From an optimization exercise on the open Yosys and OpenROAD flow, aimed at small area; shortcuts taken in it are not production practice.
The RTL was checked by simulation tests, not by an equivalence proof against the original design.
Power is estimated from default activity; no workload was simulated.

--- design.v ---
module ddk_core(
        input   wire  SysClk,
        input   wire  SysRst,
        output  reg   RX1,
        input   wire  DataClk,
        input   wire  DataWe,
        input   wire  [15:0]  DATA,
        input   wire  [5:0]    CH3_IN,
        output  wire  [5:0]    CH3_OUT,
        output  wire  [5:0]    CH3_OE,
        input   wire  [5:0]    CH4_IN,
        output  wire  [5:0]    CH4_OUT,
        output  wire  [5:0]    CH4_OE,
        input   wire  [5:0]    CH5_IN,
        output  wire  [5:0]    CH5_OUT,
        output  wire  [5:0]    CH5_OE,
        input   wire  [5:0]    CH6_IN,
        output  wire  [5:0]    CH6_OUT,
        output  wire  [5:0]    CH6_OE,
        input   wire  [5:0]    CH7_IN,
        output  wire  [5:0]    CH7_OUT,
        output  wire  [5:0]    CH7_OE,
        input   wire  [5:0]    CH8_IN);
reg dirty, clean, stb;
always @(posedge SysClk) begin
  dirty <= DataClk;
  clean <= dirty;
  stb   <= clean ^ dirty;
end
wire [7:0] adr  = DATA[15:8];
wire [7:0] wdat = DATA[7:0];
wire [3:0] hi   = adr[7:4];
wire [3:0] lo   = adr[3:0];
wire       wr   = stb & DataWe;
reg rd1, valid;
always @(posedge SysClk) begin
  if (SysRst) begin
    rd1   <= 1'b0;
    valid <= 1'b0;
  end else begin
    rd1   <= stb & ~DataWe;
    valid <= rd1;
  end
end
reg       cg_en;
reg       div_clk;
reg [7:0] div;
reg [7:0] periods;
wire      clka = div_clk & cg_en;
always @(posedge SysClk) begin
  if (SysRst) begin
    div     <= 8'd0;
    cg_en   <= 1'b0;
    div_clk <= 1'b0;
    periods <= 8'd0;
  end else begin
    periods <= periods + 1'b1;
    if (periods == div) begin
      periods <= 8'd0;
      div_clk <= ~div_clk;
    end
    if (wr && hi == 4'h8 && lo == 4'h0)
      cg_en <= wdat[0];
    if (wr && hi == 4'h8 && lo == 4'h1) begin
      div     <= wdat;
      periods <= 8'd0;
    end
  end
end
reg  [29:0]  ch_data;
reg  [29:0]  ch_oe;
reg  [149:0] conf;
wire [29:0]  ch_in  = {CH7_IN, CH6_IN, CH5_IN, CH4_IN, CH3_IN};
wire [29:0]  ch_out;
genvar p, q;
generate
  for (p = 0; p < 5; p = p + 1) begin : g_port
    wire sel = wr && hi == (p + 2);
    always @(posedge SysClk) begin
      if (SysRst) begin
        ch_data[p*6 +: 6]  <= 6'd0;
        ch_oe[p*6 +: 6]    <= 6'd0;
        conf[p*30 +: 30]   <= 30'd0;
      end else if (sel) begin
        if (lo == 4'h0) ch_data[p*6 +: 6] <= wdat[5:0];
        if (lo == 4'h1) ch_oe[p*6 +: 6]   <= wdat[5:0];
        if (lo == 4'h2) conf[p*30 +  0 +: 5] <= wdat[4:0];
        if (lo == 4'h3) conf[p*30 +  5 +: 5] <= wdat[4:0];
        if (lo == 4'h4) conf[p*30 + 10 +: 5] <= wdat[4:0];
        if (lo == 4'h5) conf[p*30 + 15 +: 5] <= wdat[4:0];
        if (lo == 4'h6) conf[p*30 + 20 +: 5] <= wdat[4:0];
        if (lo == 4'h7) conf[p*30 + 25 +: 5] <= wdat[4:0];
      end
    end
    for (q = 0; q < 6; q = q + 1) begin : g_pin
      wire [4:0] c = conf[p*30 + q*5 +: 5];
      assign ch_out[p*6 + q] = (c[4:1] != 4'd0) ? 1'b0 :
                               c[0] ? clka : ch_data[p*6 + q];
    end
  end
endgenerate
assign {CH7_OUT, CH6_OUT, CH5_OUT, CH4_OUT, CH3_OUT} = ch_out;
assign {CH7_OE,  CH6_OE,  CH5_OE,  CH4_OE,  CH3_OE}  = ch_oe;
reg  [1:3] rs_start, rs_stop;
reg        start, stop;
reg        force_rst;
reg        cnt_state;
reg [31:0] count;
wire       cnt_rst = SysRst | force_rst;
always @(posedge SysClk) begin
  start    <= rs_start[3] & ~rs_start[2];
  stop     <= rs_stop[3]  & ~rs_stop[2];
  rs_start <= {CH8_IN[0], rs_start[1:2]};
  rs_stop  <= {CH8_IN[1], rs_stop[1:2]};
end
always @(posedge SysClk) begin
  if (SysRst)
    force_rst <= 1'b0;
  else if (wr && hi == 4'h7 && lo == 4'h0)
    force_rst <= wdat[0];
end
always @(posedge SysClk) begin
  if (cnt_rst) begin
    cnt_state <= 1'b0;
    count     <= 32'd0;
  end else if (!cnt_state) begin
    if (start) begin
      count     <= 32'd0;
      cnt_state <= 1'b1;
    end
  end else begin
    count <= count + 1'b1;
    if (stop)
      cnt_state <= 1'b0;
  end
end
reg [7:0] rdat;
integer k;
always @(*) begin
  rdat = 8'd0;
  for (k = 0; k < 5; k = k + 1) begin
    if (hi == k + 2 && !lo[3]) begin
      case (lo[2:0])
        3'd0: rdat[5:0] = ch_in[k*6 +: 6];
        3'd1: rdat[5:0] = ch_oe[k*6 +: 6];
        3'd2: rdat[4:0] = conf[k*30 +  0 +: 5];
        3'd3: rdat[4:0] = conf[k*30 +  5 +: 5];
        3'd4: rdat[4:0] = conf[k*30 + 10 +: 5];
        3'd5: rdat[4:0] = conf[k*30 + 15 +: 5];
        3'd6: rdat[4:0] = conf[k*30 + 20 +: 5];
        default: rdat[4:0] = conf[k*30 + 25 +: 5];
      endcase
    end
  end
  if (hi == 4'h7) begin
    case (lo)
      4'h0: rdat[0] = cnt_rst;
      4'h1: rdat = count[7:0];
      4'h2: rdat = count[15:8];
      4'h3: rdat = count[23:16];
      4'h4: rdat = count[31:24];
      default: rdat = 8'd0;
    endcase
  end
  if (hi == 4'h8) begin
    if (lo == 4'h0) rdat[0] = cg_en;
    if (lo == 4'h1) rdat = div;
  end
end
function [11:0] enc;
  input [7:0] a;
  input [7:0] d;
  reg [3:0] h, l;
  begin
    h = a[7:4];
    l = a[3:0];
    if (h >= 4'h2 && h <= 4'h6 && !l[3]) begin
      if (l[2:1] == 2'b00)
        enc = {2'b10, h[2:0], l[0], d[5:0]};
      else if (h == 4'h6)
        enc = {2'b11, l[2:1], 2'b00, l[0], d[4:0]};
      else
        enc = {2'b11, h[2], h[0], l[2:0], d[4:0]};
    end else if (h == 4'h7 && l <= 4'h4)
      enc = {1'b0, l[2:0], d};
    else if (h == 4'h8 && l[3:1] == 3'b000)
      enc = {1'b0, 2'b11, l[0], d};
    else
      enc = {1'b0, 3'b101, a};
  end
endfunction
function [16:0] dec;    
  input [11:0] e;
  reg [4:0] c;
  begin
    c = e[9:5];
    if (e[11:10] == 2'b11) begin
      if (c[2:1] == 2'b00)
        dec = {1'b1, 4'h6, 1'b0, c[4:3], c[0], 3'b000, e[4:0]};
      else
        dec = {1'b1, 1'b0, c[4], ~c[4], c[3], 1'b0, c[2:0], 3'b000, e[4:0]};
    end else if (e[11:10] == 2'b10)
      dec = {1'b1, 1'b0, e[9:7], 3'b000, e[6], 2'b00, e[5:0]};
    else if (e[10:8] == 3'b101)
      dec = {1'b0, e[7:0], 8'd0};
    else if (e[10:9] == 2'b11)
      dec = {1'b1, 4'h8, 3'b000, e[8], e[7:0]};
    else
      dec = {1'b1, 4'h7, 1'b0, e[10:8], e[7:0]};
  end
endfunction
reg [11:0] mem [0:31];
reg [5:0]  wptr, rptr;
reg [11:0] qe;
reg [1:0]  rf_state;
wire empty = (wptr == rptr);
wire full  = (wptr[4:0] == rptr[4:0]) && (wptr[5] != rptr[5]);
wire fifo_re = (rf_state == 2'd0) && !empty;
wire fifo_we = valid && !full;
reg [11:0] rd_e;
always @(posedge SysClk)
  if (stb)
    rd_e <= enc(adr, rdat);
always @(posedge SysClk)
  if (fifo_we)
    mem[wptr[4:0]] <= rd_e;
always @(posedge SysClk) begin
  if (SysRst) begin
    wptr <= 6'd0;
    rptr <= 6'd0;
  end else begin
    if (fifo_we)
      wptr <= wptr + 1'b1;
    if (fifo_re) begin
      rptr <= rptr + 1'b1;
      qe   <= mem[rptr[4:0]];
    end
  end
end
wire [16:0] qd = dec(qe);
reg  tx_en;
wire tx_rdy;
always @(posedge SysClk) begin
  if (SysRst) begin
    rf_state <= 2'd0;
    tx_en    <= 1'b0;
  end else begin
    tx_en <= 1'b0;
    case (rf_state)
      2'd0: if (fifo_re) rf_state <= 2'd1;
      default:
        if (!tx_en && tx_rdy) begin
          tx_en    <= 1'b1;
          rf_state <= rf_state + 1'b1;
        end
    endcase
  end
end
wire [7:0] tx_byte = (rf_state == 2'd2) ? {7'd0, qd[16]} :
                     (rf_state == 2'd3) ? qd[15:8] : qd[7:0];
reg [7:0] tx_sh;
reg [1:0] u_state;
reg [2:0] bit_cnt;
reg [8:0] etu_cnt;
wire      etu_full = (etu_cnt == 9'd434);
assign    tx_rdy = (u_state == 2'd0);
always @(posedge SysClk) begin
  if (SysRst) begin
    u_state <= 2'd0;
    RX1     <= 1'b1;
  end else begin
    etu_cnt <= etu_cnt + 1'b1;
    case (u_state)
      2'd0:
        if (tx_en) begin
          RX1     <= 1'b0;
          tx_sh   <= tx_byte;
          u_state <= 2'd1;
          etu_cnt <= 9'd0;
          bit_cnt <= 3'd0;
        end
      2'd1:
        if (etu_full) begin
          etu_cnt <= 9'd0;
          bit_cnt <= bit_cnt + 1'b1;
          RX1     <= tx_sh[0];
          tx_sh   <= {tx_sh[0], tx_sh[7:1]};
          if (bit_cnt == 3'd7)
            u_state <= 2'd2;
        end
      2'd2:
        if (etu_full) begin
          etu_cnt <= 9'd0;
          RX1     <= 1'b1;
          u_state <= 2'd3;
        end
      default:
        if (etu_full) begin
          etu_cnt <= 9'd0;
          u_state <= 2'd0;
        end
    endcase
  end
end
endmodule
--- run.sh ---
#!/bin/bash
# synth_recipe.tcl (not shown) runs the flow's synth.tcl, then flattens the netlist and writes it again
# the make line also repeats each setting of config.mk as NAME=value (left out here)
make -C /OpenROAD-flow-scripts/flow DESIGN_CONFIG=/design/flow/config.mk WORK_HOME=/design/flow/orfs CLKGATE_MAP_FILE= SYNTH_SCRIPT=/design/flow/synth_recipe.tcl finish
--- config.mk ---
export PLATFORM = sky130hd
export DESIGN_NAME = ddk_core
export DESIGN_NICKNAME = ddk_core
export VERILOG_FILES = /design/flow/design.v
export SDC_FILE = /design/flow/constraint.sdc
export NUM_CORES = 4
export LEC_CHECK = 0
export CAP_MARGIN = 20
export CORE_MARGIN = 2
export CORE_UTILIZATION = 40
export PLACE_DENSITY = 0.6
export SLEW_MARGIN = 20
--- constraint.sdc ---
create_clock -name core_clock -period 6.0 [get_ports {SysClk}]
set_input_delay 1.2000 -clock core_clock [delete_from_list [all_inputs] [get_ports {SysClk}]]
set_output_delay 1.2000 -clock core_clock [all_outputs]
set_load 0.01 [all_outputs]
==> impl_results.rst, run 1 <==
.. list-table::
   :header-rows: 1

   * - Metric
     - Value
   * - Status
     - finished clean
   * - Routability cong.
     - 0.924
   * - Overall Global Routing Usage
     - 0.202
   * - Met3 global-route usage
     - 0.0398
   * - Antenna Nets Post-Route
     - 0
   * - Power per cell area
     - 332 nW/µm²
   * - Minimum clock period
     - 4.44 ns
   * - Terminus of the critical flop-to-flop path
     - mem[29][5]
   * - Worst hold start
     - rs_start[1]
   * - Top-Level Pins
     - about 120
   * - Total congestion overflow
     - 0
   * - Clock-pin slew reported for the worst setup and hold paths after clock tree synthesis
     - about 0.06 ns
   * - Synth top area share
     - 0.409
   * - Hold-critical path endpoint
     - rs_start[2]
   * - Post-synthesis async set-or-reset flop share
     - 0
   * - Net count of the finished layout
     - around 2700
   * - Most used routing layer in global routing
     - met2
   * - Floorplan row count
     - between 100 and 150
   * - Maximum Capacitance Violations
     - 0
   * - Detailed router's first-iteration violation count
     - around 2000
   * - Hold Path Class
     - reg -> reg
   * - Worst clock skew
     - ~0.039 ns
   * - Antenna violations before repair
     - 3
   * - Floorplan core area
     - between 70000 and 80000 µm²
   * - Fraction of the yosys area taken by sequential cells
     - 0.596
   * - Pre-CTS setup slack
     - between 1.5 and 2 ns
   * - Critical register-to-register path startpoint
     - rptr[0]
   * - Slowest cell on crit path
     - sky130_fd_sc_hd__and2_1
   * - Via density
     - 5.72
   * - Cts hold-fix bufs
     - 0
   * - Worst Setup End Kind
     - output pin
   * - Number of H-tree levels
     - 3
   * - Post-CTS setup buffers
     - 0
   * - Actual transition at the worst max-transition pin
     - about 1.2 ns
   * - Number of buffers created by CTS
     - 78
   * - TritonCTS Sinks
     - around 700
   * - Largest buffer count on any clock path
     - 3
   * - Die Y
     - approximately 280 µm
   * - Critical Path, Cell by Cell
     - and2_1 > buf_4 > mux2i_1 > nor2_1 > clkdlybuf4s50_1
   * - Combined area of all synthesized cells
     - roughly 31000 µm²
   * - Cell at the root of the clock tree
     - sky130_fd_sc_hd__clkbuf_16
   * - Grt met1 use
     - 0.272
   * - Final critical-path share of the clock period
     - 0.740
   * - Number of vias in the routed layout
     - approximately 21000
   * - First-pass GRT wire length
     - roughly 130000 µm
   * - Net count after synthesis
     - ~2600
   * - Synthesis-to-finish area growth
     - 15.3%
   * - Worst Reg2Reg Path Length in Cells
     - 5
   * - Final setup violation count
     - 0
   * - Total length of routed wires
     - between 80000 and 90000 µm
   * - RSZ-0062 raised after global routing
     - false
   * - Final core utilization
     - 0.467
   * - Count of flip-flops with a built-in enable after synthesis
     - 428
   * - Number of cells in the design after placement
     - ~3600
   * - Leakage power total
     - approximately 11 nW
   * - Crit path kind
     - reg -> out
   * - R2R setup slack
     - 2.65 ns
   * - Per-cell routed wire length
     - about 22 µm
   * - Maximum ir drop on the vdd rail
     - about 0.21 mV
   * - Power after layout
     - between 10 and 15 mW
   * - Startpoint types
     - register
   * - Delay contributed by the slowest stage of the critical path
     - between 0.9 and 1 ns
   * - Worst Hold Path Cells
     - 0
   * - Via count of the first global-routing pass
     - 20881
   * - Maximum frequency from static timing analysis
     - between 0.2 and 0.25 GHz
   * - Maximum number of pins on one net before global-route repair
     - 87
   * - Number of buffers added on ports
     - between 100 and 150
   * - Clock latency (worst-skew pair)
     - between 0.6 and 0.7 ns
   * - Total of flip-flops plus latches after synthesis
     - about 720
   * - Resized Gates After CTS
     - 0
   * - Share of layout cells above drive strength 1
     - 0.154
   * - Setup TNS
     - 0 ns
   * - Main synth FF type
     - sky130_fd_sc_hd__edfxtp_1
   * - CTS tree
     - done
   * - Gate count after technology mapping
     - about 2600
   * - Data arrival time at the worst-slack endpoint
     - roughly 3.2 ns
   * - Max-slew violation count
     - 0
   * - Number of remaining DRC errors
     - 0
   * - Synth area leaders
     - sky130_fd_sc_hd__edfxtp_1 (41%), sky130_fd_sc_hd__dfxtp_1 (19%), sky130_fd_sc_hd__mux4_2 (9.3%)
   * - Netlist cell types
     - 76
   * - Slew HR
     - 0.216
   * - Number of optimization iterations in the first detailed-route pass
     - 6
   * - Met2 capacity usage during global routing
     - 0.326
   * - Top fanout value on the critical path
     - 19
   * - Initial cell density of the core
     - 0.405
   * - Required time of the worst setup path
     - 4.80 ns
   * - Count of final hold-check violations
     - 0
   * - Synthesized area divided by synthesized cell count
     - about 12 µm²
   * - Number of synthesis warnings
     - 1
   * - Die X
     - ~280 µm
   * - Post-synth top area cell
     - sky130_fd_sc_hd__edfxtp_1
   * - Smallest setup slack after layout
     - roughly 1.6 ns
   * - HPWL Detailed
     - ~53000 µm
   * - Number of standard cells in the final layout excluding fillers
     - 3730
   * - Die Outline Area
     - roughly 81000 µm²
==> synth_stat cells, types with 6 or more instances <==
master / number
sky130_fd_sc_hd__o21ai_0: 71
sky130_fd_sc_hd__or2_2: 7
sky130_fd_sc_hd__mux4_2: 130
sky130_fd_sc_hd__a21oi_1: 225
sky130_fd_sc_hd__a221oi_1: 11
sky130_fd_sc_hd__nor2_1: 201
sky130_fd_sc_hd__nand4_1: 15
sky130_fd_sc_hd__ha_1: 19
sky130_fd_sc_hd__o221ai_1: 12
sky130_fd_sc_hd__or4_1: 30
sky130_fd_sc_hd__nor4_1: 6
sky130_fd_sc_hd__and3_1: 11
sky130_fd_sc_hd__o211ai_1: 23
sky130_fd_sc_hd__xnor2_1: 23
sky130_fd_sc_hd__dfxtp_1: 293
sky130_fd_sc_hd__nand2_1: 290
sky130_fd_sc_hd__nand3b_1: 6
sky130_fd_sc_hd__nor2b_1: 19
sky130_fd_sc_hd__buf_2: 49
sky130_fd_sc_hd__clkbuf_1: 126
sky130_fd_sc_hd__or3_1: 19
sky130_fd_sc_hd__nand2b_1: 12
sky130_fd_sc_hd__mux2_2: 43
sky130_fd_sc_hd__nor3_1: 8
sky130_fd_sc_hd__a22oi_1: 24
sky130_fd_sc_hd__nand3_1: 191
sky130_fd_sc_hd__xor2_1: 19
sky130_fd_sc_hd__edfxtp_1: 428
sky130_fd_sc_hd__o22ai_1: 18
sky130_fd_sc_hd__a31oi_1: 9
sky130_fd_sc_hd__and2_1: 8
sky130_fd_sc_hd__o21a_1: 7
sky130_fd_sc_hd__inv_1: 19
sky130_fd_sc_hd__mux2i_1: 100
sky130_fd_sc_hd__buf_1: 9
==> placed cells by master, fill, tap and decap left out, drive strengths merged, types with 72 or more instances in the layout <==
cell / count
o21ai: 72
mux2i: 100
mux4: 130
clkbuf: 114
clkdlybuf4s50: 103
edfxtp: 428
dfxtp: 293
nand2: 290
nor2: 202
nand3: 193
a21oi: 225
==> through the flow <==
step	cell area (µm²)	hold slack, ns
after CTS	36000	0.328
after floorplan	31400	0.310
after detailed placement	33400	0.315
after global routing	36200	0.335
final	36200	0.325
after global placement	33300	0.317
==> worst max-delay path, delay by kind of cell (launching register included) <==
| family | cells | cell delay (ns) |
|---|---|---|
| multiplexers | 1 | 0.12 |
| flip-flops | 1 | 0.36 |
| AND/OR/NAND/NOR | 2 | 1.18 |
| buffers and inverters | 2 | 0.97 |
==> worst max-delay path by stage <==
stage | endpoint | slack [ns] | from
floorplan | rd_e[2] | 3.00 | DATA[9]
global placement | periods[7] | 1.75 | DATA[14]
detailed placement | periods[4] | 1.59 | DATA[14]
CTS | CH7_OUT[4] | 1.54 | cg_en
global route | CH7_OUT[4] | 1.48 | cg_en
finish | CH7_OUT[4] | 1.56 | cg_en
==> registers in the layout, summed over array words and instances, names as in the netlist, 2 cells and up <==
signal / cells
mem: 384
div: 8
rs_stop: 3
conf: 150
rs_start: 3
ch_oe: 30
wptr: 6
count: 32
etu_cnt: 9
u_state: 2
bit_cnt: 3
qe: 12
ch_data: 30
rf_state: 2
rd_e: 12
tx_sh: 8
periods: 8
rptr: 6
==> cell families after synthesis <==
| logic type | after synthesis | synth area share |
|---|---|---|
| simple gates | 860 | 0.131 |
| xor+xnor | 42 | 0.0117 |
| flops | 721 | 0.596 |
| buf+inv | 211 | 0.0285 |
| compound gates | 443 | 0.0846 |
| fa+ha+maj | 19 | 0.00757 |
| mux | 273 | 0.141 |
==> where the power goes <==
group          switching (mW)  internal, mW  total [mW]
registers               0.223          5.41        5.64
clock network            1.97          2.85        4.82
logic                   0.792         0.756        1.55
total                    2.99          9.02        12.0
==> area by class of cell <==
type / count / area, µm²
fill: 6970 / 41400
sequential: 721 / 18700
tap: 1040 / 1300
inverter: 19 / 71.3
antenna: 1 / 2.50
timing repair buffer: 169 / 1650
clock inverter: 30 / 392
multi-input combinational: 1637 / 11900
clock buffer: 113 / 2180
==> layer usage <==
metal	share of wire	routed length, µm
met4	0.034	2800
met1	0.43	35500
met5	0.00019	16
met2	0.48	39500
met3	0.062	5190
==> run 2: changes to the inputs <==
--- a/design.v
+++ b/design.v
@@ -209,31 +209,62 @@
       dec = {1'b1, 4'h7, 1'b0, e[10:8], e[7:0]};
   end
 endfunction
-reg [11:0] mem [0:31];
 reg [5:0]  wptr, rptr;
 reg [11:0] qe;
 reg [1:0]  rf_state;
+reg [1:0]  rot;
+reg        pw, pr;
 wire empty = (wptr == rptr);
 wire full  = (wptr[4:0] == rptr[4:0]) && (wptr[5] != rptr[5]);
 wire fifo_re = (rf_state == 2'd0) && !empty;
 wire fifo_we = valid && !full;
+wire [4:0] ws = wptr[4:0] - 1'b1;    
+wire [4:0] rs = rptr[4:0] - 1'b1;    
+wire ins    = pw && (rot + ws[4:3] == 2'd3);
+wire ld     = pr && (rot + rs[4:3] == 2'd3);
+wire bypass = pw && (ws == rptr[4:0]);
 reg [11:0] rd_e;
 always @(posedge SysClk)
   if (stb)
     rd_e <= enc(adr, rdat);
+reg [95:0] r0, r1, r2, r3;
+genvar b;
+generate
+  for (b = 0; b < 8; b = b + 1) begin : g_bank
+    always @(posedge SysClk) begin
+      r0[b*12 +: 12] <= (ins && ws[2:0] == b) ? rd_e : r3[b*12 +: 12];
+      r1[b*12 +: 12] <= r0[b*12 +: 12];
+      r2[b*12 +: 12] <= r1[b*12 +: 12];
+      r3[b*12 +: 12] <= r2[b*12 +: 12];
+    end
+  end
+endgenerate
+wire [11:0] tap = r3[rs[2:0]*12 +: 12];
 always @(posedge SysClk)
-  if (fifo_we)
-    mem[wptr[4:0]] <= rd_e;
+  rot <= rot + 1'b1;
 always @(posedge SysClk) begin
   if (SysRst) begin
     wptr <= 6'd0;
     rptr <= 6'd0;
+    pw   <= 1'b0;
+    pr   <= 1'b0;
   end else begin
-    if (fifo_we)
+    if (ins)
+      pw <= 1'b0;
+    if (fifo_we) begin
       wptr <= wptr + 1'b1;
+      pw   <= 1'b1;
+    end
+    if (ld) begin
+      pr <= 1'b0;
+      qe <= tap;
+    end
     if (fifo_re) begin
       rptr <= rptr + 1'b1;
-      qe   <= mem[rptr[4:0]];
+      if (bypass)
+        qe <= rd_e;
+      else
+        pr <= 1'b1;
     end
   end
 end
@@ -256,7 +287,7 @@
     endcase
   end
 end
-wire [7:0] tx_byte = (rf_state == 2'd2) ? {7'd0, qd[16]} :
+wire [7:0] tx_byte = (rf_state == 2'd2) ? 8'd0 :
                      (rf_state == 2'd3) ? qd[15:8] : qd[7:0];
 reg [7:0] tx_sh;
 reg [1:0] u_state;
@@ -283,7 +314,7 @@
         if (etu_full) begin
           etu_cnt <= 9'd0;
           bit_cnt <= bit_cnt + 1'b1;
-          RX1     <= tx_sh[0];
+          RX1     <= (rf_state == 2'd2 && bit_cnt == 3'd0) ? qd[16] : tx_sh[0];
           tx_sh   <= {tx_sh[0], tx_sh[7:1]};
           if (bit_cnt == 3'd7)
             u_state <= 2'd2;
--- a/config.mk
+++ b/config.mk
@@ -8,5 +8,6 @@
 export CAP_MARGIN = 20
 export CORE_MARGIN = 2
 export CORE_UTILIZATION = 40
+export CTS_BUF_LIST = sky130_fd_sc_hd__clkbuf_4
 export PLACE_DENSITY = 0.6
 export SLEW_MARGIN = 20
==> run 2 against run 1 <==
Still clean; total power fell by 15%; clock skew rose by 0.021 ns; die area fell by 14%; fmax rose by 6.5%; highest routed layer unchanged.
==> impl_results.rst, run 2 <==
.. list-table::
   :header-rows: 1

   * - Metric
     - Value
   * - Status
     - finished clean
   * - Final critical-path share of the clock period
     - 0.695
   * - Worst clock skew
     - approximately 0.06 ns
   * - Final setup violation count
     - 0
   * - Required time of the worst setup path
     - 4.80 ns
   * - R2R setup slack
     - between 2 and 3 ns
   * - Die Y
     - between 200 and 300 µm
   * - Top-Level Pins
     - between 100 and 150
   * - Minimum clock period
     - between 4 and 5 ns
   * - Count of final hold-check violations
     - 0
   * - Final Cell Area
     - 30900 µm²
   * - Number of remaining DRC errors
     - 0
   * - Cell with the most instances after synthesis
     - sky130_fd_sc_hd__dfxtp_1
   * - Net count after synthesis
     - about 2700
   * - FF+latch area
     - ~15000 µm²
   * - Maximum ir drop on the vdd rail
     - between 0.15 and 0.2 mV
   * - Crit path kind
     - reg -> out
   * - CTS tree
     - done
   * - Clock-pin slew reported for the worst setup and hold paths after clock tree synthesis
     - ~0.070 ns
   * - Total length of routed wires
     - approximately 75000 µm
   * - Pre-CTS setup slack
     - 1.77 ns
   * - Worst Reg2Reg Path Length in Cells
     - 9
   * - Number of buffers added on ports
     - between 100 and 150
   * - Data arrival time at the worst-slack endpoint
     - 2.97 ns
   * - Number of buffers created by CTS
     - ~180
   * - Switching Fraction
     - 0.266
   * - Antenna Nets Post-Route
     - 0
   * - Netlist cell types
     - 71
   * - Detailed router's first-iteration violation count
     - approximately 1300
   * - Die X
     - 263 µm
   * - Cts hold-fix bufs
     - 0
   * - Highest metal layer with signal wires
     - met5
   * - Maximum frequency from static timing analysis
     - roughly 0.24 GHz
   * - Post-CTS setup buffers
     - 0
   * - Share of power burned in registers
     - 0.506
   * - Most instantiated cells after synthesis
     - sky130_fd_sc_hd__dfxtp_1 (681), sky130_fd_sc_hd__nand2_1 (301), sky130_fd_sc_hd__a21oi_1 (247)
   * - Clock latency (worst-skew pair)
     - ~1.0 ns
   * - Fraction of the yosys area taken by sequential cells
     - 0.557
   * - Routability cong.
     - around 0.9
   * - Gate count after technology mapping
     - ~2600
   * - First-pass GRT wire length
     - about 120000 µm
   * - Overall Global Routing Usage
     - 0.212
   * - Maximum Capacitance Violations
     - 0
   * - Met1 WL
     - approximately 32000 µm
   * - Largest buffer count on any clock path
     - 3
   * - Maximum number of pins on one net before global-route repair
     - between 100 and 150
   * - Synthesis-to-finish area growth
     - 15.2%
   * - Post-synthesis async set-or-reset flop share
     - 0
   * - Hold Path Class
     - reg -> reg
   * - Placed Instance Area
     - 28600 µm²
   * - Hold-critical path endpoint
     - r1[14]
   * - Die Outline Area
     - roughly 69000 µm²
   * - Fraction of power consumed by the clock network
     - 0.397
   * - Leakage power total
     - between 10 and 15 nW
   * - Per-cell routed wire length
     - a little under 20 µm
   * - Power per cell area
     - roughly 330 nW/µm²
   * - Terminus of the critical flop-to-flop path
     - r0[48]
   * - Share of layout cells above drive strength 1
     - 0.189
   * - Via count of the first global-routing pass
     - around 21000
   * - Critical register-to-register path startpoint
     - wptr[0]
   * - TritonCTS Sinks
     - ~730
   * - Main synth FF type
     - sky130_fd_sc_hd__dfxtp_1
   * - Total congestion overflow
     - 0
   * - Synth top area share
     - 0.508
   * - Number of optimization iterations in the first detailed-route pass
     - 5
   * - Net switching power of the design
     - around 2.7 mW
   * - Slew HR
     - 0.169
   * - Via density
     - 5.46
   * - Top fanout value on the critical path
     - 30
   * - Floorplan row count
     - between 90 and 100
   * - Wire length on met3
     - between 5000 and 6000 µm
   * - RSZ-0062 raised after global routing
     - false
   * - Met2 WL post-DR
     - 35600 µm
   * - Number of synthesis warnings
     - 1
   * - Internal Power
     - around 7.5 mW
   * - Most frequent standard cell in the layout excluding fill and tap cells
     - sky130_fd_sc_hd__dfxtp_1
   * - Cell at the root of the clock tree
     - sky130_fd_sc_hd__clkbuf_4
   * - Floorplan core area
     - roughly 66000 µm²
   * - Synth area leaders
     - sky130_fd_sc_hd__dfxtp_1 (51%), sky130_fd_sc_hd__mux2_2 (6.5%), sky130_fd_sc_hd__edfxtp_1 (4.9%)
   * - Net count of the finished layout
     - between 2000 and 3000
   * - Smallest setup slack after layout
     - around 1.8 ns
   * - HPWL Detailed
     - about 47000 µm
   * - Total of flip-flops plus latches after synthesis
     - a little over 700
   * - Actual transition at the worst max-transition pin
     - around 1.2 ns
   * - Flip-flop count of the largest register after layout
     - 150
   * - Number of vias in the routed layout
     - about 21000
   * - Initial cell density of the core
     - 0.406
   * - Worst hold start
     - r0[14]
   * - Filler cell count
     - 6228
   * - Setup TNS
     - 0 ns
   * - Max-slew violation count
     - 0
   * - Commonest cells after routing, fill and taps aside
     - sky130_fd_sc_hd__dfxtp_1 (680), sky130_fd_sc_hd__nand2_1 (301), sky130_fd_sc_hd__clkbuf_4 (272), sky130_fd_sc_hd__a21oi_1 (247), sky130_fd_sc_hd__nor2_1 (192)
   * - Worst Setup End Kind
     - output pin
   * - Combined area of the multi-input logic cells
     - about 11000 µm²
   * - Worst Hold Path Cells
     - 0
   * - Combinational share of power
     - 0.097
   * - Number of H-tree levels
     - 4
   * - Combined area of all synthesized cells
     - around 27000 µm²
   * - Count of flip-flops with a built-in enable after synthesis
     - between 40 and 50
   * - Antenna violations before repair
     - 7
   * - Startpoint types
     - register
   * - Synthesized area divided by synthesized cell count
     - just over 10 µm²
   * - Resized Gates After CTS
     - 0
   * - Post-synth top area cell
     - sky130_fd_sc_hd__dfxtp_1
==> run 2: final cells by class <==
| class | instances | share of cell area |
|---|---|---|
| Sequential cell | 725 | 0.484 |
| Clock inverter | 44 | 0.00773 |
| Tap cell | 864 | 0.0350 |
| Clock buffer | 272 | 0.0661 |
| Antenna cell | 7 | 0.000567 |
| Inverter | 30 | 0.00364 |
| Timing Repair Buffer | 151 | 0.0455 |
| Multi-Input combinational cell | 1705 | 0.358 |
==> run 2: cells by family after synthesis <==
| group | after synthesis | synth area share |
|---|---|---|
| compound gates | 521 | 0.115 |
| xor+xnor | 56 | 0.0188 |
| mux | 281 | 0.125 |
| buf+inv | 212 | 0.0318 |
| simple gates | 823 | 0.142 |
| flops | 725 | 0.557 |
| fa+ha+maj | 24 | 0.0112 |
==> run 2: worst max path at each step <==
stage	startpoint	to	slack (ns)
after floorplan	rptr[0]	qe[1]	2.57
after global placement	DATA[14]	periods[4]	1.83
after detailed placement	DATA[14]	periods[5]	1.77
after CTS	div_clk	CH3_OUT[2]	1.81
after global routing	div_clk	CH3_OUT[5]	1.73
final	div_clk	CH3_OUT[5]	1.83
==> run 2: worst max-delay path, cell delays in order, from the launching register on <==
cell and delay [ns]:
sky130_fd_sc_hd__dfxtp_1 0.34, sky130_fd_sc_hd__and2_1 0.12, sky130_fd_sc_hd__buf_4 0.45, sky130_fd_sc_hd__mux2i_1 0.14
sky130_fd_sc_hd__nor2_1 0.27, sky130_fd_sc_hd__clkdlybuf4s50_1 0.60
==> run 2: power groups by stage <==
| stage | Clock, mW | Combinational (mW) | Sequential, mW |
|---|---|---|---|
| after detailed placement | 0 | 0.991 | 5.30 |
| after global routing | 4.46 | 1.08 | 5.21 |
| final | 4.08 | 0.997 | 5.19 |
| after floorplan | 0 | 0.715 | 5.23 |
| after global placement | 0 | 0.971 | 5.29 |
| after CTS | 4.20 | 0.996 | 5.19 |
==> run 2: metal layers <==
layer  vias to the layer above  track usage
li1                       9773            -
met2                       781        0.347
met1                      9987        0.262
met3                       182       0.0524
met5                         -            0
met4                         8        0.102
==> run 2: per-stage QoR <==
stage | hold slack, ns | instances | power, mW | util
after floorplan | 0.310 | 2642 | 5.95 | -
after global placement | 0.310 | 3474 | 6.26 | 0.432
after CTS | 0.267 | 3790 | 10.4 | 0.467
final | 0.278 | 3798 | 10.3 | 0.468
after global routing | 0.269 | 3796 | 10.8 | 0.467
after detailed placement | 0.312 | 3474 | 6.29 | 0.432
==> run 3: changes to the inputs <==
--- a/config.mk
+++ b/config.mk
@@ -8,6 +8,7 @@
 export CAP_MARGIN = 20
 export CORE_MARGIN = 2
 export CORE_UTILIZATION = 40
-export CTS_BUF_LIST = sky130_fd_sc_hd__clkbuf_4
+export CTS_BUF_LIST = sky130_fd_sc_hd__clkbuf_8
+export CTS_CLUSTER_SIZE = 20
 export PLACE_DENSITY = 0.6
 export SLEW_MARGIN = 20
==> run 3 against run 2 <==
Still clean on timing, DRC and antenna; worst hold slack better by 0.039 ns; combinational power shrank 0.5%; cell count decreased by 3.3%; fmax grew 8.8%; critical path depth did not move; flip-flop and latch count stayed put; routed wire length fell by 1.8%; sequential power hardly changed; clock skew decreased by 0.020 ns; synthesized area stayed put; core utilization fell by 0.064 points.
==> impl_results.rst, run 3 <==
.. list-table::
   :header-rows: 1

   * - Metric
     - Value
   * - RSZ-0062 raised after global routing
     - false
   * - Critical register-to-register path startpoint
     - wptr[0]
   * - Share of layout cells above drive strength 1
     - 0.149
   * - Slowest cell on crit path
     - sky130_fd_sc_hd__clkdlybuf4s50_1
   * - Final critical-path share of the clock period
     - 0.639
   * - Resized Gates After CTS
     - 0
   * - CTS tree
     - done
   * - Number of remaining DRC errors
     - 0
   * - Met1 WL
     - 31400 µm
   * - Actual transition at the worst max-transition pin
     - around 1.2 ns
   * - Maximum ir drop on the vdd rail
     - approximately 0.21 mV
   * - Main synth FF type
     - sky130_fd_sc_hd__dfxtp_1
   * - Routability cong.
     - 0.897
   * - Mux cell area share after synthesis
     - 0.125
   * - Timing startpoint of the critical path
     - cg_en
   * - Antenna Nets Post-Route
     - 0
   * - Synthesis-to-finish area growth
     - 15.0%
   * - Minimum clock period
     - ~3.8 ns
   * - Via density
     - around 5.5
   * - Worst Setup End Kind
     - output pin
   * - Die Y
     - approximately 260 µm
   * - Final core utilization
     - 0.467
   * - Simple-gate area share of the yosys netlist
     - 0.142
   * - Area share of fa/ha/maj cells after synthesis
     - 0.0112
   * - Total congestion overflow
     - 0
   * - Fraction of the yosys area taken by sequential cells
     - 0.557
   * - Commonest cells after routing, fill and taps aside
     - sky130_fd_sc_hd__dfxtp_1 (680), sky130_fd_sc_hd__nand2_1 (301), sky130_fd_sc_hd__a21oi_1 (247), sky130_fd_sc_hd__nor2_1 (192), sky130_fd_sc_hd__nand3_1 (164)
   * - Number of buffers created by CTS
     - 111
   * - Max-slew violation count
     - 0
   * - Maximum number of pins on one net before global-route repair
     - 113
   * - Netlist cell types
     - approximately 70
   * - Setup TNS
     - 0 ns
   * - Post-synthesis async set-or-reset flop share
     - 0
   * - Number of synthesis warnings
     - 1
   * - Initial cell density of the core
     - 0.406
   * - Number of H-tree levels
     - 3
   * - Worst clock skew
     - just over 0.04 ns
   * - Gate count after technology mapping
     - ~2600
   * - Required time of the worst setup path
     - between 4 and 5 ns
   * - Antenna violations before repair
     - 5
   * - Die X
     - 263 µm
   * - Clock latency (worst-skew pair)
     - approximately 0.73 ns
   * - Cts hold-fix bufs
     - 0
   * - Clock-pin slew reported for the worst setup and hold paths after clock tree synthesis
     - about 0.060 ns
   * - Status
     - finished clean
   * - Top-Level Pins
     - 117
   * - Per-cell routed wire length
     - ~20 µm
   * - Crit path kind
     - reg -> out
   * - Count of final hold-check violations
     - 0
   * - Count of flip-flops with a built-in enable after synthesis
     - 44
   * - Synth top area share
     - 0.508
   * - Pre-CTS setup slack
     - between 1.5 and 2 ns
   * - Cell at the root of the clock tree
     - sky130_fd_sc_hd__clkbuf_8
   * - Net count of the finished layout
     - between 2000 and 3000
   * - Floorplan row count
     - 94
   * - Combinational family with the most area after synthesis
     - simple AND/OR/NAND/NOR gates
   * - Data arrival time at the worst-slack endpoint
     - approximately 2.6 ns
   * - Overall Global Routing Usage
     - 0.208
   * - Net count after synthesis
     - about 2700
   * - HPWL Detailed
     - 47300 µm
   * - Highest metal layer with signal wires
     - met5
   * - First-pass GRT wire length
     - 114000 µm
   * - Post-synthesis share of cell area spent on xor and xnor gates
     - 0.0188
   * - Detailed router's first-iteration violation count
     - approximately 1300
   * - Largest buffer count on any clock path
     - 3
   * - Via count of the first global-routing pass
     - 20072
   * - Smallest setup slack after layout
     - 2.17 ns
   * - Wire length on met3
     - 5000 µm
   * - Cell with the most instances after synthesis
     - sky130_fd_sc_hd__dfxtp_1
   * - Worst hold start
     - r2[15]
   * - Total of flip-flops plus latches after synthesis
     - 725
   * - Total length of routed wires
     - 73700 µm
   * - Final setup violation count
     - 0
   * - Top fanout value on the critical path
     - 30
   * - Slew HR
     - 0.172
   * - Die Outline Area
     - 69200 µm²
   * - Post-CTS setup buffers
     - 0
   * - Maximum frequency from static timing analysis
     - roughly 0.26 GHz
   * - Number of vias in the routed layout
     - ~20000
   * - Synth area leaders
     - sky130_fd_sc_hd__dfxtp_1 (51%), sky130_fd_sc_hd__mux2_2 (6.5%), sky130_fd_sc_hd__edfxtp_1 (4.9%)
   * - Number of optimization iterations in the first detailed-route pass
     - 6
   * - Synthesized-area fraction occupied by ao, oa, aoi and oai cells
     - 0.115
   * - Synthesized area divided by synthesized cell count
     - approximately 10 µm²
   * - Most frequent standard cell in the layout excluding fill and tap cells
     - sky130_fd_sc_hd__dfxtp_1
   * - Post-synth top area cell
     - sky130_fd_sc_hd__dfxtp_1
   * - Power per cell area
     - between 300 and 400 nW/µm²
   * - Power after layout
     - around 10 mW
   * - Critical Path, Cell by Cell
     - and2_1 > buf_4 > mux2i_1 > nor2_1 > clkdlybuf4s50_1
   * - Floorplan core area
     - 66100 µm²
   * - Maximum Capacitance Violations
     - 0
   * - Hold Path Class
     - reg -> reg
   * - Met2 WL post-DR
     - about 35000 µm
   * - Delay contributed by the slowest stage of the critical path
     - approximately 0.60 ns
   * - TritonCTS Sinks
     - 725
   * - Combined area of all synthesized cells
     - around 27000 µm²
   * - Most instantiated cells after synthesis
     - sky130_fd_sc_hd__dfxtp_1 (681), sky130_fd_sc_hd__nand2_1 (301), sky130_fd_sc_hd__a21oi_1 (247)
   * - Startpoint types
     - register
   * - Leakage power total
     - 11.4 nW
   * - Number of buffers added on ports
     - around 110
   * - Flip-flop count of the largest register after layout
     - 150
-- run 3: cell counts after synthesis --
No cell type changed its count.
-- run 3: logic make-up after synthesis --
logic type	after synthesis
and+or+nand+nor	823
adders and majority gates	24
muxes	281
AOI/OAI and AO/OA	521
buffers and inverters	212
xor gates and xnor gates	56
DFF	725
-- run 3: worst max-delay path: cells and delay by family, from the launching register on --
kind	cells	cell delay [ns]
mux	1	0.14
buf+inv	2	1.05
flops	1	0.35
simple gates	2	0.38
-- run 3: through the flow --
step | hold slack (ns) | std cells | area [µm²]
2_1_floorplan | 0.310 | 2642 | 26800
5_1_grt | 0.309 | 3671 | 30900
6_report | 0.317 | 3671 | 30900
3_3_place_gp | 0.310 | 3474 | 28600
3_5_place_dp | 0.312 | 3474 | 28600
4_1_cts | 0.303 | 3669 | 30800
-- run 3: per-layer routing --
metal | track usage | up-vias
li1 | - | 9505
met1 | 0.264 | 9688
met2 | 0.343 | 749
met3 | 0.0427 | 217
met4 | 0.0879 | 8
met5 | 0 | -
-- run 3: final timing paths --
path,endpoint,slack (ns),cells past startpoint
worst min-delay path,r3[15],0.32,0
worst min register to register,r3[15],0.32,0
worst max register to register,r0[48],2.63,9
worst max-delay path,CH3_OUT[5],2.17,5
-- run 3: final cells by class --
class                   count  area (µm²)
repair buffers            151        1410
multi-input cells        1705       11000
clock inverters            55         327
diodes                      1        2.50
well taps                 864        1080
flip-flops and latches    725       15000
inverters                  30         113
fillers                  6170       35200
clock buffers             140        1930
-- run 3: power breakdown --
group | switching, mW | internal (mW)
combinational | 0.590 | 0.402
clock | 1.90 | 2.19
sequential | 0.137 | 5.06
total | 2.63 | 7.65
==> run 4: changes to the inputs <==
--- a/config.mk
+++ b/config.mk
@@ -8,7 +8,7 @@
 export CAP_MARGIN = 20
 export CORE_MARGIN = 2
 export CORE_UTILIZATION = 40
-export CTS_BUF_LIST = sky130_fd_sc_hd__clkbuf_8
-export CTS_CLUSTER_SIZE = 20
+export CTS_BUF_LIST = sky130_fd_sc_hd__clkbuf_16
+export CTS_CLUSTER_SIZE = 30
 export PLACE_DENSITY = 0.6
 export SLEW_MARGIN = 20
==> run 4 against run 3 <==
Sequential power hardly changed; sequential share of layout area down 0.051 points; flip-flop and latch count did not move; routed wire length shrank 0.34%; cell count is 1.7% lower; highest routed layer unchanged; total power is 2.2% higher; still clean on timing, DRC and antenna; count of clock-buffer cells in the layout is 66 lower; first-iteration DRC count rose by 9.1%; clock skew shrank 0.016 ns.
==> impl_results.rst, run 4 <==
.. list-table::
   :header-rows: 1

   * - Metric
     - Value
   * - Status
     - finished clean
   * - Worst hold start
     - r0[21]
   * - Worst Setup End Kind
     - output pin
   * - Share of layout cells above drive strength 1
     - 0.132
   * - Via density
     - 5.54
   * - Post-synth top area cell
     - sky130_fd_sc_hd__dfxtp_1
   * - Count of flip-flops with a built-in enable after synthesis
     - between 40 and 50
   * - Maximum number of pins on one net before global-route repair
     - about 110
   * - Max-slew violation count
     - 0
   * - Maximum ir drop on the vdd rail
     - 0.222 mV
   * - Die X
     - around 260 µm
   * - Timing startpoint of the critical path
     - cg_en
   * - Final setup violation count
     - 0
   * - Most instantiated cells after synthesis
     - sky130_fd_sc_hd__dfxtp_1 (681), sky130_fd_sc_hd__nand2_1 (301), sky130_fd_sc_hd__a21oi_1 (247)
   * - Worst clock skew
     - between 0.02 and 0.025 ns
   * - Combined area of all synthesized cells
     - roughly 27000 µm²
   * - Minimum clock period
     - ~3.8 ns
   * - Maximum frequency from static timing analysis
     - roughly 0.27 GHz
   * - Critical register-to-register path startpoint
     - wptr[0]
   * - Gate count after technology mapping
     - 2642
   * - Crit path kind
     - reg -> out
   * - Top-Level Pins
     - about 120
   * - Setup TNS
     - 0 ns
   * - Synthesis-to-finish area growth
     - 15.1%
   * - Synthesized area divided by synthesized cell count
     - about 10 µm²
   * - Clock-pin slew reported for the worst setup and hold paths after clock tree synthesis
     - roughly 0.060 ns
   * - Main synth FF type
     - sky130_fd_sc_hd__dfxtp_1
   * - Cell at the root of the clock tree
     - sky130_fd_sc_hd__clkbuf_16
   * - Power per cell area
     - approximately 340 nW/µm²
   * - Slowest cell on crit path
     - sky130_fd_sc_hd__clkdlybuf4s50_1
   * - Floorplan row count
     - between 90 and 100
   * - Total length of routed wires
     - 73400 µm
   * - Count of final hold-check violations
     - 0
   * - Startpoint types
     - register
   * - Power after layout
     - roughly 10 mW
   * - Total congestion overflow
     - 0
   * - Cts hold-fix bufs
     - 0
   * - R2R setup slack
     - around 2.6 ns
   * - HPWL Detailed
     - approximately 47000 µm
   * - Slew HR
     - 0.174
   * - CTS tree
     - done
   * - Number of buffers added on ports
     - 112
   * - First-pass GRT wire length
     - between 100000 and 150000 µm
   * - Placed Instance Area
     - approximately 29000 µm²
   * - Number of H-tree levels
     - 3
   * - Worst Reg2Reg Path Length in Cells
     - 9
   * - Data arrival time at the worst-slack endpoint
     - around 2.6 ns
   * - Top cell family by delay on the critical path
     - buffers and inverters
   * - Number of cells in the design after placement
     - 3474
   * - Resized Gates After CTS
     - 0
   * - Post-CTS setup buffers
     - 0
   * - Hold-critical path endpoint
     - r1[21]
   * - CP bufs+invs
     - 2
   * - Required time of the worst setup path
     - ~4.8 ns
   * - Synth top area share
     - 0.508
   * - Routability cong.
     - ~0.90
   * - Number of buffers created by CTS
     - 73
   * - Largest buffer count on any clock path
     - 3
   * - Net count after synthesis
     - ~2700
   * - Overall Global Routing Usage
     - 0.207
   * - Worst hold slack
     - around 0.31 ns
   * - Top fanout value on the critical path
     - 30
   * - Netlist cell types
     - between 70 and 80
   * - Maximum Capacitance Violations
     - 0
   * - Synth area leaders
     - sky130_fd_sc_hd__dfxtp_1 (51%), sky130_fd_sc_hd__mux2_2 (6.5%), sky130_fd_sc_hd__edfxtp_1 (4.9%)
   * - Most frequent standard cell in the layout excluding fill and tap cells
     - sky130_fd_sc_hd__dfxtp_1
   * - Flip-flop count of the largest register after layout
     - 150
   * - Clock latency (worst-skew pair)
     - between 0.6 and 0.7 ns
   * - Post-synthesis async set-or-reset flop share
     - 0
   * - Initial cell density of the core
     - 0.406
   * - Total of flip-flops plus latches after synthesis
     - about 730
   * - Delay contributed by the slowest stage of the critical path
     - 0.61 ns
   * - Final core utilization
     - 0.467
   * - Worst Hold Path Cells
     - 0
   * - Terminus of the critical flop-to-flop path
     - r0[72]
   * - Net count of the finished layout
     - about 2800
   * - Leakage power total
     - ~11 nW
   * - Hold Path Class
     - reg -> reg
   * - Die Outline Area
     - roughly 69000 µm²
   * - RSZ-0062 raised after global routing
     - false
   * - Pre-CTS setup slack
     - ~1.8 ns
   * - Cell with the most instances after synthesis
     - sky130_fd_sc_hd__dfxtp_1
   * - Final Cell Area
     - 30900 µm²
   * - Number of standard cells in the final layout excluding fillers
     - 3610
   * - Critical Path, Cell by Cell
     - and2_1 > buf_4 > mux2i_1 > nor2_1 > clkdlybuf4s50_1
   * - Smallest setup slack after layout
     - roughly 2.2 ns
   * - Detailed router's first-iteration violation count
     - about 1400
   * - Per-cell routed wire length
     - 20.3 µm
   * - Final critical-path share of the clock period
     - 0.626
   * - TritonCTS Sinks
     - 725
   * - Number of remaining DRC errors
     - 0
   * - Antenna Nets Post-Route
     - 0
   * - Actual transition at the worst max-transition pin
     - 1.24 ns
   * - Die Y
     - approximately 260 µm
   * - Antenna violations before repair
     - 5
   * - Floorplan core area
     - around 66000 µm²
   * - Number of vias in the routed layout
     - between 15000 and 20000
   * - Fraction of the yosys area taken by sequential cells
     - 0.557
   * - Number of optimization iterations in the first detailed-route pass
     - 5
   * - Commonest cells after routing, fill and taps aside
     - sky130_fd_sc_hd__dfxtp_1 (680), sky130_fd_sc_hd__nand2_1 (301), sky130_fd_sc_hd__a21oi_1 (247), sky130_fd_sc_hd__nor2_1 (192), sky130_fd_sc_hd__nand3_1 (164)
   * - Number of synthesis warnings
     - 1
   * - Via count of the first global-routing pass
     - 19689
[run 4: area by class of cell]
type	count	area (µm²)
clock inverter	60	434
inverter	30	113
antenna	1	2.50
timing repair buffer	151	1410
multi-input combinational	1705	11000
sequential	725	15000
clock buffer	74	1850
fill	6113	35200
tap	864	1080
[run 4: metal layers]
layer  global-route usage  share of wire  up-vias
li1                     -              -     9434
met1                0.264           0.43     9699
met2                0.345           0.48      679
met3               0.0418          0.064      175
met4               0.0815          0.031        8
met5                    0        0.00060        -
[run 4: power by group]
| group | total, mW | switching, mW | internal [mW] |
|---|---|---|---|
| Combinational | 0.995 | 0.592 | 0.402 |
| Clock | 4.31 | 1.97 | 2.33 |
| Sequential | 5.19 | 0.137 | 5.06 |
[run 4: how the worst max path moves through the flow]
stage | end | cells past startpoint
final | CH3_OUT[5] | 5
after global routing | CH3_OUT[2] | 5
after CTS | CH3_OUT[2] | 5
after detailed placement | periods[5] | 6
after global placement | periods[4] | 6
after floorplan | qe[1] | 11
[run 4: kinds of logic (layout without fill, tap and decap cells)]
kind of cell / Yosys count / count (layout) / share of synthesized area
AO/OA/AOI/OAI: 521 / 521 / 0.115
buffers and inverters: 212 / 315 / 0.0318
flip-flops: 725 / 725 / 0.557
AND/OR/NAND/NOR: 823 / 823 / 0.142
XOR/XNOR: 56 / 56 / 0.0188
other: 0 / 1 / 0
adder cells (fa/ha/maj): 24 / 24 / 0.0112
multiplexers: 281 / 281 / 0.125
==> run 5: changes to the inputs <==
--- a/config.mk
+++ b/config.mk
@@ -9,6 +9,7 @@
 export CORE_MARGIN = 2
 export CORE_UTILIZATION = 40
 export CTS_BUF_LIST = sky130_fd_sc_hd__clkbuf_16
+export CTS_CLUSTER_DIAMETER = 100
 export CTS_CLUSTER_SIZE = 30
 export PLACE_DENSITY = 0.6
 export SLEW_MARGIN = 20
==> run 5 against run 4 <==
Largest power group unchanged; via count fell by 1.6%; count of clock-buffer cells in the layout shrank 44; largest cell class unchanged; combinational power about the same; flip-flop and latch count stayed put; worst hold slack better by 0.010 ns.
==> impl_results.rst, run 5 <==
.. list-table::
   :header-rows: 1

   * - Metric
     - Value
   * - R2R setup slack
     - ~2.6 ns
   * - Hold Path Class
     - reg -> reg
   * - Synth top area share
     - 0.508
   * - Maximum number of pins on one net before global-route repair
     - 113
   * - Via count of the first global-routing pass
     - ~19000
   * - Netlist cell types
     - 71
   * - Power per cell area
     - 295 nW/µm²
   * - Floorplan row count
     - 94
   * - Met2 WL post-DR
     - roughly 34000 µm
   * - Worst Reg2Reg Path Length in Cells
     - 9
   * - Routability cong.
     - 0.897
   * - Flip-flop count of the largest register after layout
     - 150
   * - Data arrival time at the worst-slack endpoint
     - about 2.6 ns
   * - Via density
     - between 5 and 6
   * - Antenna violations before repair
     - 5
   * - Fraction of the yosys area taken by sequential cells
     - 0.557
   * - Maximum Capacitance Violations
     - 0
   * - Number of vias in the routed layout
     - between 15000 and 20000
   * - Worst hold start
     - r0[88]
   * - Most frequent standard cell in the layout excluding fill and tap cells
     - sky130_fd_sc_hd__dfxtp_1
   * - Cts hold-fix bufs
     - 0
   * - Crit path kind
     - reg -> out
   * - Terminus of the critical flop-to-flop path
     - r0[59]
   * - Per-cell routed wire length
     - around 21 µm
   * - Number of cells in the design after placement
     - ~3500
   * - Final setup violation count
     - 0
   * - Power after layout
     - roughly 8.7 mW
   * - Net count after synthesis
     - between 2000 and 3000
   * - TritonCTS Sinks
     - just over 700
   * - Total of flip-flops plus latches after synthesis
     - about 730
   * - Post-synthesis async set-or-reset flop share
     - 0
   * - Status
     - finished clean
   * - FF+latch area
     - ~15000 µm²
   * - Required time of the worst setup path
     - 4.80 ns
   * - Total congestion overflow
     - 0
   * - Die Outline Area
     - 69200 µm²
   * - Worst Setup End Kind
     - output pin
   * - Startpoint types
     - register
   * - Max-slew violation count
     - 0
   * - Gate count after technology mapping
     - 2642
   * - Combined area of all synthesized cells
     - about 27000 µm²
   * - Total length of routed wires
     - 72300 µm
   * - Top fanout value on the critical path
     - 30
   * - Post-synth top area cell
     - sky130_fd_sc_hd__dfxtp_1
   * - Resized Gates After CTS
     - 0
   * - Actual transition at the worst max-transition pin
     - approximately 1.2 ns
   * - Number of buffers added on ports
     - between 100 and 150
   * - Worst clock skew
     - ~0.026 ns
   * - Final core utilization
     - 0.447
   * - Number of standard cells in the final layout excluding fillers
     - 3523
   * - Wire length on met3
     - around 4400 µm
   * - Count of flip-flops with a built-in enable after synthesis
     - 44
   * - Overall Global Routing Usage
     - 0.201
   * - Critical Path, Cell by Cell
     - and2_1 > buf_4 > mux2i_1 > nor2_1 > clkdlybuf4s50_1
   * - Filler cell count
     - 6241
   * - HPWL Detailed
     - roughly 47000 µm
   * - Combined area of the multi-input logic cells
     - about 11000 µm²
   * - Slowest cell on crit path
     - sky130_fd_sc_hd__clkdlybuf4s50_1
   * - Share of layout cells above drive strength 1
     - 0.112
   * - Net count of the finished layout
     - ~2700
   * - Leakage power total
     - 10.6 nW
   * - Largest buffer count on any clock path
     - 3
   * - Worst hold slack
     - around 0.32 ns
   * - Critical register-to-register path startpoint
     - wptr[0]
   * - Met1 WL
     - 31400 µm
   * - Synth area leaders
     - sky130_fd_sc_hd__dfxtp_1 (51%), sky130_fd_sc_hd__mux2_2 (6.5%), sky130_fd_sc_hd__edfxtp_1 (4.9%)
   * - Setup TNS
     - 0 ns
   * - Delay contributed by the slowest stage of the critical path
     - around 0.59 ns
   * - Detailed router's first-iteration violation count
     - between 1000 and 1500
   * - Commonest cells after routing, fill and taps aside
     - sky130_fd_sc_hd__dfxtp_1 (680), sky130_fd_sc_hd__nand2_1 (301), sky130_fd_sc_hd__a21oi_1 (247), sky130_fd_sc_hd__nor2_1 (192), sky130_fd_sc_hd__nand3_1 (164)
   * - Number of synthesis warnings
     - 1
   * - Antenna Nets Post-Route
     - 0
   * - Hold-critical path endpoint
     - r1[88]
   * - CTS tree
     - done
   * - Die Y
     - ~260 µm
   * - Clock latency (worst-skew pair)
     - 0.65 ns
   * - Number of remaining DRC errors
     - 0
   * - Cell with the most instances after synthesis
     - sky130_fd_sc_hd__dfxtp_1
   * - Minimum clock period
     - around 3.8 ns
   * - Main synth FF type
     - sky130_fd_sc_hd__dfxtp_1
   * - Worst Hold Path Cells
     - 0
   * - Clock-pin slew reported for the worst setup and hold paths after clock tree synthesis
     - between 0.1 and 0.15 ns
   * - Number of buffers created by CTS
     - 30
   * - Highest metal layer with signal wires
     - met5
   * - Number of H-tree levels
     - 1
   * - RSZ-0062 raised after global routing
     - false
   * - Floorplan core area
     - 66100 µm²
   * - Final critical-path share of the clock period
     - 0.637
   * - Synthesized area divided by synthesized cell count
     - approximately 10 µm²
   * - Maximum frequency from static timing analysis
     - 0.262 GHz
   * - Count of final hold-check violations
     - 0
   * - Initial cell density of the core
     - 0.406
   * - Cell at the root of the clock tree
     - sky130_fd_sc_hd__clkbuf_16
   * - Maximum ir drop on the vdd rail
     - approximately 0.24 mV
   * - Top-Level Pins
     - 117
   * - Most instantiated cells after synthesis
     - sky130_fd_sc_hd__dfxtp_1 (681), sky130_fd_sc_hd__nand2_1 (301), sky130_fd_sc_hd__a21oi_1 (247)
   * - First-pass GRT wire length
     - around 110000 µm
   * - Slew HR
     - 0.174
   * - Die X
     - 263 µm
   * - Synthesis-to-finish area growth
     - 10.0%
   * - Post-CTS setup buffers
     - 0
   * - Number of optimization iterations in the first detailed-route pass
     - 5
[run 5: cell counts after synthesis]
Identical to the previous run, type by type.
[run 5: how the worst max path moves through the flow]
| stage | from | to | slack (ns) | cells past startpoint |
|---|---|---|---|---|
| after floorplan | rptr[0] | qe[1] | 2.57 | 11 |
| after global placement | DATA[14] | periods[4] | 1.83 | 6 |
| after detailed placement | DATA[14] | periods[5] | 1.77 | 6 |
| after CTS | cg_en | CH3_OUT[2] | 2.20 | 5 |
| after global routing | cg_en | CH3_OUT[2] | 2.12 | 5 |
| final | cg_en | CH3_OUT[4] | 2.18 | 5 |
[run 5: final cells by class]
class / instances / area share
multi-input combinational: 1705 / 0.374
clock buffer: 30 / 0.0254
sequential: 725 / 0.507
antenna: 1 / 0.0000848
timing repair buffer: 151 / 0.0477
tap: 864 / 0.0366
clock inverter: 17 / 0.00555
inverter: 30 / 0.00381
[run 5: worst max-delay path, delay by kind of cell (launching register included)]
kind / cells / cell delay (ns)
multiplexers: 1 / 0.16
AND/OR/NAND/NOR: 2 / 0.37
flip-flops: 1 / 0.37
buffers and inverters: 2 / 1.03
[run 5: through the flow]
stage / setup slack [ns] / cell area, µm²
6_report: 2.18 / 29500
2_1_floorplan: 2.57 / 26800
3_3_place_gp: 1.83 / 28600
5_1_grt: 2.12 / 29500
3_5_place_dp: 1.77 / 28600
4_1_cts: 2.20 / 29500
[run 5: cells by family (layout without fill, tap and decap cells)]
kind of cell    Yosys count  count (layout)  synth area share
compound gates          521             521             0.115
other cells               0               1                 0
fa+ha+maj                24              24            0.0112
simple gates            823             823             0.142
mux                     281             281             0.125
flops                   725             725             0.557
xor+xnor                 56              56            0.0188
buf+inv                 212             228            0.0318
[run 5: per-layer routing]
| layer | GRT usage | vias to the layer above |
|---|---|---|
| met4 | 0.0636 | 8 |
| li1 | - | 9289 |
| met3 | 0.0288 | 139 |
| met1 | 0.264 | 9585 |
| met5 | 0 | - |
| met2 | 0.341 | 660 |
[run 5: where the power goes]
group | switching, mW | leakage [nW] | internal, mW | total, mW
clock network | 1.55 | 0.474 | 0.959 | 2.51
registers | 0.137 | 5.92 | 5.05 | 5.19
logic | 0.591 | 4.18 | 0.402 | 0.993
==> run 6: changes to the inputs <==
--- a/config.mk
+++ b/config.mk
@@ -8,8 +8,5 @@
 export CAP_MARGIN = 20
 export CORE_MARGIN = 2
 export CORE_UTILIZATION = 40
-export CTS_BUF_LIST = sky130_fd_sc_hd__clkbuf_16
-export CTS_CLUSTER_DIAMETER = 100
-export CTS_CLUSTER_SIZE = 30
 export PLACE_DENSITY = 0.6
 export SLEW_MARGIN = 20
==> run 6 against run 5 <==
Still clean; largest power group unchanged; critical path type unchanged; synthesized area unchanged; worst hold slack worse by 0.012 ns; fmax increased by 2.1%.
==> impl_results.rst, run 6 <==
.. list-table::
   :header-rows: 1

   * - Metric
     - Value
   * - Number of cells in the design after placement
     - 3474
   * - Floorplan row count
     - between 90 and 100
   * - Largest buffer count on any clock path
     - 3
   * - Max-slew violation count
     - 0
   * - Share of layout cells above drive strength 1
     - 0.135
   * - Required time of the worst setup path
     - ~4.8 ns
   * - Maximum ir drop on the vdd rail
     - about 0.22 mV
   * - Main synth FF type
     - sky130_fd_sc_hd__dfxtp_1
   * - Combinational share of power
     - 0.093
   * - Clock latency (worst-skew pair)
     - approximately 0.63 ns
   * - Flip-flop count of the largest register after layout
     - 150
   * - RSZ-0062 raised after global routing
     - false
   * - Routability cong.
     - roughly 0.9
   * - Post-CTS setup buffers
     - 0
   * - Gate count after technology mapping
     - between 2000 and 3000
   * - TritonCTS Sinks
     - 725
   * - Clock-pin slew reported for the worst setup and hold paths after clock tree synthesis
     - about 0.06 ns
   * - Top fanout value on the critical path
     - 30
   * - Power per cell area
     - between 300 and 400 nW/µm²
   * - Status
     - finished clean
   * - Final critical-path share of the clock period
     - 0.624
   * - Initial cell density of the core
     - 0.406
   * - Slew HR
     - 0.191
   * - Number of H-tree levels
     - 3
   * - Switching Fraction
     - 0.254
   * - Number of vias in the routed layout
     - approximately 20000
   * - Top-Level Pins
     - ~120
   * - Antenna Nets Post-Route
     - 0
   * - Number of synthesis warnings
     - 1
   * - Post-synth top area cell
     - sky130_fd_sc_hd__dfxtp_1
   * - Final core utilization
     - 0.469
   * - Critical register-to-register path startpoint
     - wptr[0]
   * - Via density
     - 5.53
   * - Maximum number of pins on one net before global-route repair
     - ~110
   * - Total length of routed wires
     - 73500 µm
   * - Crit path kind
     - reg -> out
   * - Count of final hold-check violations
     - 0
   * - Total congestion overflow
     - 0
   * - Count of flip-flops with a built-in enable after synthesis
     - 44
   * - CTS tree
     - done
   * - HPWL Detailed
     - approximately 47000 µm
   * - Number of optimization iterations in the first detailed-route pass
     - 5
   * - Worst Hold Path Cells
     - 0
   * - Floorplan core area
     - between 60000 and 70000 µm²
   * - Internal Power
     - 7.94 mW
   * - Fraction of power consumed by the clock network
     - 0.418
   * - Commonest cells after routing, fill and taps aside
     - sky130_fd_sc_hd__dfxtp_1 (680), sky130_fd_sc_hd__nand2_1 (301), sky130_fd_sc_hd__a21oi_1 (247), sky130_fd_sc_hd__nor2_1 (192), sky130_fd_sc_hd__nand3_1 (164)
   * - Number of remaining DRC errors
     - 0
   * - Total of flip-flops plus latches after synthesis
     - ~730
   * - Cell at the root of the clock tree
     - sky130_fd_sc_hd__clkbuf_16
   * - Number of standard cells in the final layout excluding fillers
     - around 3600
   * - Netlist cell types
     - just over 70
   * - Leakage power total
     - roughly 11 nW
   * - Overall Global Routing Usage
     - 0.207
   * - Net count of the finished layout
     - 2766
   * - Combined area of all synthesized cells
     - 26800 µm²
   * - Fraction of the yosys area taken by sequential cells
     - 0.557
   * - Terminus of the critical flop-to-flop path
     - r0[72]
   * - Net switching power of the design
     - roughly 2.7 mW
   * - Resized Gates After CTS
     - 0
   * - Maximum frequency from static timing analysis
     - 0.267 GHz
   * - Actual transition at the worst max-transition pin
     - 1.21 ns
   * - Worst Reg2Reg Path Length in Cells
     - 9
   * - Final setup violation count
     - 0
   * - Hold-critical path endpoint
     - r1[21]
   * - Cts hold-fix bufs
     - 0
   * - Synth area leaders
     - sky130_fd_sc_hd__dfxtp_1 (51%), sky130_fd_sc_hd__mux2_2 (6.5%), sky130_fd_sc_hd__edfxtp_1 (4.9%)
   * - Antenna violations before repair
     - 5
   * - Die Outline Area
     - just under 70000 µm²
   * - Most frequent standard cell in the layout excluding fill and tap cells
     - sky130_fd_sc_hd__dfxtp_1
   * - Most instantiated cells after synthesis
     - sky130_fd_sc_hd__dfxtp_1 (681), sky130_fd_sc_hd__nand2_1 (301), sky130_fd_sc_hd__a21oi_1 (247)
   * - Hold Path Class
     - reg -> reg
   * - Cell with the most instances after synthesis
     - sky130_fd_sc_hd__dfxtp_1
   * - Via count of the first global-routing pass
     - 19727
   * - Number of buffers added on ports
     - ~110
   * - Setup TNS
     - 0 ns
   * - Share of power burned in registers
     - 0.488
   * - R2R setup slack
     - between 2 and 3 ns
   * - Synthesized area divided by synthesized cell count
     - ~10 µm²
   * - Startpoint types
     - register
   * - Die Y
     - 263 µm
   * - Number of buffers created by CTS
     - 73
   * - Die X
     - about 260 µm
   * - Post-synthesis async set-or-reset flop share
     - 0
   * - Net count after synthesis
     - between 2000 and 3000
   * - Synthesis-to-finish area growth
     - 15.4%
   * - Per-cell routed wire length
     - 20.4 µm
   * - Worst Setup End Kind
     - output pin
   * - Minimum clock period
     - roughly 3.7 ns
   * - Worst clock skew
     - between 0.02 and 0.025 ns
   * - Maximum Capacitance Violations
     - 0
   * - Worst hold start
     - r0[21]
   * - Detailed router's first-iteration violation count
     - 1321
   * - Data arrival time at the worst-slack endpoint
     - between 2 and 3 ns
   * - First-pass GRT wire length
     - 114000 µm
   * - Synth top area share
     - 0.508
## run 6: power groups by stage
| stage | Combinational [mW] | Sequential, mW | Clock (mW) |
|---|---|---|---|
| floorplan | 0.715 | 5.23 | 0 |
| global route | 1.08 | 5.21 | 4.75 |
| detailed placement | 0.991 | 5.30 | 0 |
| finish | 0.994 | 5.19 | 4.45 |
| CTS | 0.994 | 5.20 | 4.54 |
| global placement | 0.971 | 5.29 | 0 |
## run 6: cells by family (layout without fill, tap and decap cells)
kind of cell,count (synthesis),after routing,share of synthesized area
AOI/OAI and AO/OA,521,521,0.115
xor gates and xnor gates,56,56,0.0188
and+or+nand+nor,823,823,0.142
DFF,725,725,0.557
muxes,281,281,0.125
adders and majority gates,24,24,0.0112
other,0,1,0
buffers and inverters,212,315,0.0318
## run 6: area by class of cell
| type | count | area (µm²) |
|---|---|---|
| diodes | 1 | 2.50 |
| multi-input cells | 1705 | 11000 |
| clock inverters | 28 | 314 |
| clock buffers | 106 | 2050 |
| inverters | 30 | 113 |
| well taps | 864 | 1080 |
| flip-flops and latches | 725 | 15000 |
| repair buffers | 151 | 1410 |
| fillers | 6096 | 35100 |
## run 6: worst max-delay path by stage
stage | from | endpoint | depth (start not counted)
final | cg_en | CH3_OUT[4] | 5
after floorplan | rptr[0] | qe[1] | 11
after global routing | cg_en | CH3_OUT[2] | 5
after global placement | DATA[14] | periods[4] | 6
after CTS | cg_en | CH3_OUT[2] | 5
after detailed placement | DATA[14] | periods[5] | 6
## run 6: metal layers
layer  wire length [µm]  up-vias  track usage
li1                   -     9422            -
met1              31500     9681        0.264
met2              35100      664        0.346
met3               4660      175       0.0412
met4               2290        8       0.0828
met5                 44        -            0
## run 6: critical path: stages, from the launching register on
cell and delay [ns]:
sky130_fd_sc_hd__dfxtp_1 0.35, sky130_fd_sc_hd__and2_1 0.13, sky130_fd_sc_hd__buf_4 0.43, sky130_fd_sc_hd__mux2i_1 0.15, sky130_fd_sc_hd__nor2_1 0.23, sky130_fd_sc_hd__clkdlybuf4s50_1 0.59
## run 6: per-stage QoR
stage / power [mW] / worst slack (ns) / hold slack [ns] / cell area (µm²)
6_report: 10.6 / 2.26 / 0.312 / 31000
5_1_grt: 11.0 / 2.16 / 0.324 / 31000
4_1_cts: 10.7 / 2.25 / 0.316 / 30900
3_5_place_dp: 6.29 / 1.77 / 0.312 / 28600
3_3_place_gp: 6.26 / 1.83 / 0.310 / 28600
2_1_floorplan: 5.95 / 2.57 / 0.310 / 26800

[static timing again, ports no longer ideal]
In the flow no input, the clock included, has a driving cell. The finished layouts below were timed again as built, in two steps.
Step 1 (the two cells are an assumption about what drives the block):
set clk [get_ports {SysClk}]
set_driving_cell -lib_cell sky130_fd_sc_hd__clkbuf_16 $clk
set_driving_cell -lib_cell sky130_fd_sc_hd__buf_2 [delete_from_list [all_inputs] $clk]
Step 2 also shifts input and output timing later by t, the mid clock arrival at the registers, as if the neighbouring blocks saw the same clock.
Slacks: no drivers / after step 1 / after step 2; pairs: no drivers / after step 1.
| run | shift t [ns] | setup WS [ns] | slew at the worst register clock pin (ns) |
|---|---|---|---|
| run 1 | 0.688 | 1.560 / 1.491 / 1.367 | 0.06 / 0.06 |
| run 2 | 1.069 | 1.831 / 1.771 / 1.628 | 0.07 / 0.07 |
| run 3 | 0.771 | 2.167 / 2.103 / 1.635 | 0.07 / 0.07 |
| run 4 | 0.689 | 2.246 / 2.181 / 1.673 | 0.07 / 0.07 |
| run 5 | 0.700 | 2.177 / 2.114 / 1.677 | 0.12 / 0.12 |
| run 6 | 0.688 | 2.256 / 2.191 / 1.659 | 0.07 / 0.07 |
After both steps setup and hold are still met in every run listed. The setup slack of run 6, which loses most, moves by -0.065 ns with the drivers and by -0.597 ns with both steps.
